This is an optimization exercise on Yosys and OpenROAD, whose aim is small area and a short achievable clock period, not a production implementation. Function was checked by simulation only, so behaviour that the tests miss may differ from the original. No activity file was given, so power comes from the tool's default toggle rates.

## run A
// mult_top
module mult_top(
    input clk,
    input  [15:0] x,
    input  [15:0] y,
    output reg [31:0] p_out
    );
make LEC_CHECK=0 ABC_AREA=0 CAP_MARGIN=20 CORE_MARGIN=2 CORE_UTILIZATION=40 SETUP_SLACK_MARGIN=3.5 SLEW_MARGIN=20 finish   # period 7.0 ns
run.sh (not shown) runs the stock make flow with config.mk's settings and CLKGATE_MAP_FILE= SYNTH_SCRIPT=/design/flow/synth_recipe.tcl, a recipe that flattens the netlist after the stock synthesis.
#### Input delta (run B over run A)
==> flow/flow/run.sh (new file) <==
#!/bin/bash
# Layout flow: the standard ORFS flow (standard.sh) with two changes:
#  - Yosys's full/half adder extraction is off (ADDER_MAP_FILE empty), so ABC
#    maps the adders itself;
#  - the port buffers are sky130_fd_sc_hd__buf_2 instead of the delay buffer
#    buffer_ports picks by default.
# make's full output goes to flow_make.log; each tool's log is under orfs/logs/.
set -euo pipefail
cd "$(dirname "$0")/.."
bash standard.sh ADDER_MAP_FILE= "BUFFER_PORTS_ARGS=-buffer_cell sky130_fd_sc_hd__buf_2"  finish > flow_make.log 2>&1
==> flow/standard.sh (new file) <==
#!/bin/bash
# synth_recipe.tcl (not shown) runs the flow's synth.tcl, then flattens the netlist and writes it again
# the make line also repeats each setting of config.mk as NAME=value (left out here)
make -C /OpenROAD-flow-scripts/flow DESIGN_CONFIG=/design/flow/config.mk WORK_HOME=/design/flow/orfs CLKGATE_MAP_FILE= SYNTH_SCRIPT=/design/flow/synth_recipe.tcl "${@:-finish}"
diff --git a/flow/config.mk b/flow/config.mk
--- a/flow/config.mk
+++ b/flow/config.mk
@@ -8 +8 @@
-export ABC_AREA = 0
+export ABC_AREA = 1
@@ -12 +12 @@
-export SETUP_SLACK_MARGIN = 3.5
+export SETUP_SLACK_MARGIN = 2.5
removed: flow/run.sh
Notes after the runs:
- Run A -> run B: final worst clock skew flat
- Re area added between synthesis and finish: run A was higher than run B.
- Run A was larger in final cell area than run B.
What run C does differently from run B at the input level:
diff --git a/flow/flow/run.sh b/flow/flow/run.sh
--- a/flow/flow/run.sh
+++ b/flow/flow/run.sh
@@ -2 +2,2 @@
-# Layout flow: the standard ORFS flow (standard.sh) with two changes:
+# Layout flow: the standard ORFS flow (standard.sh) with these changes:
+#  - synthesis runs flow/synth.tcl: synth_recipe.tcl with ABC using flow/abc.script;
@@ -10 +11,3 @@
-bash standard.sh ADDER_MAP_FILE= "BUFFER_PORTS_ARGS=-buffer_cell sky130_fd_sc_hd__buf_2"  finish > flow_make.log 2>&1
+export FLOW_ABC_SCRIPT="$PWD/flow/abc.script"
+sed "s#synth_recipe.tcl#flow/synth.tcl#" standard.sh > flow_standard.sh
+bash flow_standard.sh ADDER_MAP_FILE= "BUFFER_PORTS_ARGS=-buffer_cell sky130_fd_sc_hd__buf_2" finish > flow_make.log 2>&1
==> flow/flow/abc.script (new file) <==
strash
dch
map -B 0.9
topo
==> flow/flow/synth.tcl (new file) <==
# synth_recipe.tcl (the standard synthesis) with one change: the abc call uses
# flow/abc.script in place of ORFS's ABC script.
proc synth {args} { yosys synth -nofsm -noshare {*}$args }
proc abc {args} {
  set i [lsearch -exact $args -script]
  lset args [expr {$i + 1}] $::env(FLOW_ABC_SCRIPT)
  yosys abc {*}$args
}
source $::env(SCRIPTS_DIR)/synth.tcl
# left out here: clear keep_hierarchy, flatten, clean up, hide names made inside functions, write 1_2_yosys.v
diff --git a/flow/config.mk b/flow/config.mk
--- a/flow/config.mk
+++ b/flow/config.mk
@@ -12 +12 @@
-export SETUP_SLACK_MARGIN = 2.5
+export SETUP_SLACK_MARGIN = 3.0
Number of rows created at floorplan was higher in the run labelled run B. When run C is measured against run B, its number of cells on the critical path turns out 1 lower. Y dimension of the die for run C: 2.1% down relative to run B.
Input-level comparison between run D and run C:
==> flow/run.sh (new file) <==
#!/bin/bash
# synth_recipe.tcl (not shown) runs the flow's synth.tcl, then flattens the netlist and writes it again
# the make line also repeats each setting of config.mk as NAME=value (left out here)
make -C /OpenROAD-flow-scripts/flow DESIGN_CONFIG=/design/flow/config.mk WORK_HOME=/design/flow/orfs CLKGATE_MAP_FILE= SYNTH_SCRIPT=/design/flow/synth_recipe.tcl finish
diff --git a/flow/config.mk b/flow/config.mk
--- a/flow/config.mk
+++ b/flow/config.mk
@@ -12 +12 @@
-export SETUP_SLACK_MARGIN = 3.0
+export SETUP_SLACK_MARGIN = 3.5
removed: flow/flow/run.sh
removed: flow/flow/abc.script
removed: flow/flow/synth.tcl
removed: flow/standard.sh
## What came out
Run D reached the final stage; the timing, DRC and antenna checks on its layout passed.
Between run C and run D, the difference in longest individual stage delay on the worst path is negligible.
Of run C and run D, the higher power dissipated in combinational cells belongs to run D.
[run D] basic-gate share of the synthesized area counting and, or, nand and nor cells fell 8.8 points relative to run C
Summary of run D over run C: full die area +6.9%; sequential cell fraction of total power -6.9 points; number of ordinary inverters in the final layout -about 26%; via count +17%; areal power density over the cells +29 mW/mm².
The final non-filler cell area in run D is 1.4 times that in run C.

* * *

mult_top, a different RTL version from the one above (not shown whole).
Size in the first run: ~69 flip-flops.
export LEC_CHECK = 0
export ABC_AREA = 1
export CAP_MARGIN = 20
export CORE_MARGIN = 2
export CORE_UTILIZATION = 40
export CTS_BUF_LIST = sky130_fd_sc_hd__clkbuf_8
export GPL_ROUTABILITY_DRIVEN = 0
export SETUP_SLACK_MARGIN = 3.3
export SLEW_MARGIN = 20
create_clock -name core_clock -period 7.0 [get_ports {clk}]
standard.sh (not shown) runs the stock make flow with config.mk's settings and CLKGATE_MAP_FILE= SYNTH_SCRIPT=/design/flow/synth_recipe.tcl, a recipe that flattens the netlist after the stock synthesis.
==> flow/flow/run.sh <==
#!/bin/bash
# Layout flow: the standard ORFS flow (standard.sh) with two changes:
#  - Yosys's full/half adder extraction is off (ADDER_MAP_FILE empty), so ABC
#    maps the adders itself;
#  - the port buffers are sky130_fd_sc_hd__buf_2 instead of the delay buffer
#    buffer_ports picks by default.
# make's full output goes to flow_make.log; each tool's log is under orfs/logs/.
set -euo pipefail
cd "$(dirname "$0")/.."
bash standard.sh ADDER_MAP_FILE= "BUFFER_PORTS_ARGS=-buffer_cell sky130_fd_sc_hd__buf_2"  finish > flow_make.log 2>&1
The baseline finished with timing, DRC and antenna clean.
Next try:
Settings changed: CORE_UTILIZATION 40 to 60, GPL_ROUTABILITY_DRIVEN 0 to not set.
Final area goes down by 1.6%; flip-flop and latch count is unchanged; fmax fell by 2.2%; setup slack got worse by 0.076 ns; clock power goes down by about 4%; count of clock-buffer cells in the layout came out lower by 1; wire length rose by 8.0%; die area decreases by 32%; critical path depth increases by 3.
Next try:
Settings changed: CORE_UTILIZATION 60 to 40, CTS_BUF_LIST sky130_fd_sc_hd__clkbuf_8 to not set, SETUP_SLACK_MARGIN 3.3 to 3.4.
Outcome: The changed run completed with no timing, DRC or antenna violations; final cell count rises by a few percent; wire length went down by a few percent; clock skew is about the same; clock-buffer cell count came out higher by 4; register-to-register slack degrades by 0.35 ns.
Next try:
Settings changed: SETUP_SLACK_MARGIN 3.4 to 3.6.
What happened:
- The new run went through all stages and came out clean
- power grows by 2.6%
- clock skew hardly moves
- worst hold slack is better by 0.012 ns
- first-iteration DRC count came out higher by 12%
- cell area is higher by 7.0%
- non-clock buffer count rose by 25

[what the ideal ports hide]
The results above use ideal ports. As a check the final layouts listed here were re-extracted and re-timed, cells and wires unchanged.
Step 1 assumes that a clkbuf_16 drives the clock port and a buf_2 every other input.
Step 2 adds t to the input delays and takes it off the output delays; t is the mean of the earliest and latest rising clock arrival at the registers after step 1. Input paths then give back, and output paths get back, about the clock's delay inside the block.
Slacks: no drivers / after step 1 / after step 2; pairs: no drivers / after step 1.
run	shift t [ns]	setup WS [ns]	hold WS [ns]	latest minus earliest clock arrival (ns)	worst register clock-pin slew, ns
run A	0.378	1.893 / 1.893 / 1.893	0.569 / 0.569 / 0.569	0.007 / 0.007	0.06 / 0.06
run B	0.373	2.885 / 2.902 / 2.528	0.543 / 0.543 / 0.543	0.007 / 0.007	0.06 / 0.06
run C	0.376	3.261 / 3.263 / 2.888	0.548 / 0.548 / 0.548	0.007 / 0.007	0.05 / 0.05
run D	0.383	2.534 / 2.534 / 2.534	0.654 / 0.654 / 0.654	0.007 / 0.007	0.06 / 0.06
the first run of note 2	0.379	3.616 / 3.615 / 3.237	0.485 / 0.485 / 0.485	0.009 / 0.009	0.08 / 0.08
the second run of note 2	0.384	3.540 / 3.533 / 3.149	0.484 / 0.484 / 0.484	0.009 / 0.009	0.09 / 0.09
the third run of note 2	0.364	3.622 / 3.629 / 3.264	0.467 / 0.467 / 0.467	0.009 / 0.009	0.06 / 0.06
the fourth run of note 2	0.363	3.722 / 3.712 / 3.349	0.479 / 0.479 / 0.479	0.009 / 0.010	0.06 / 0.06
After both steps setup and hold are still met in every run listed. The setup slack of the second run of note 2, which loses most, moves by -0.007 ns with the drivers and by -0.391 ns with both steps.
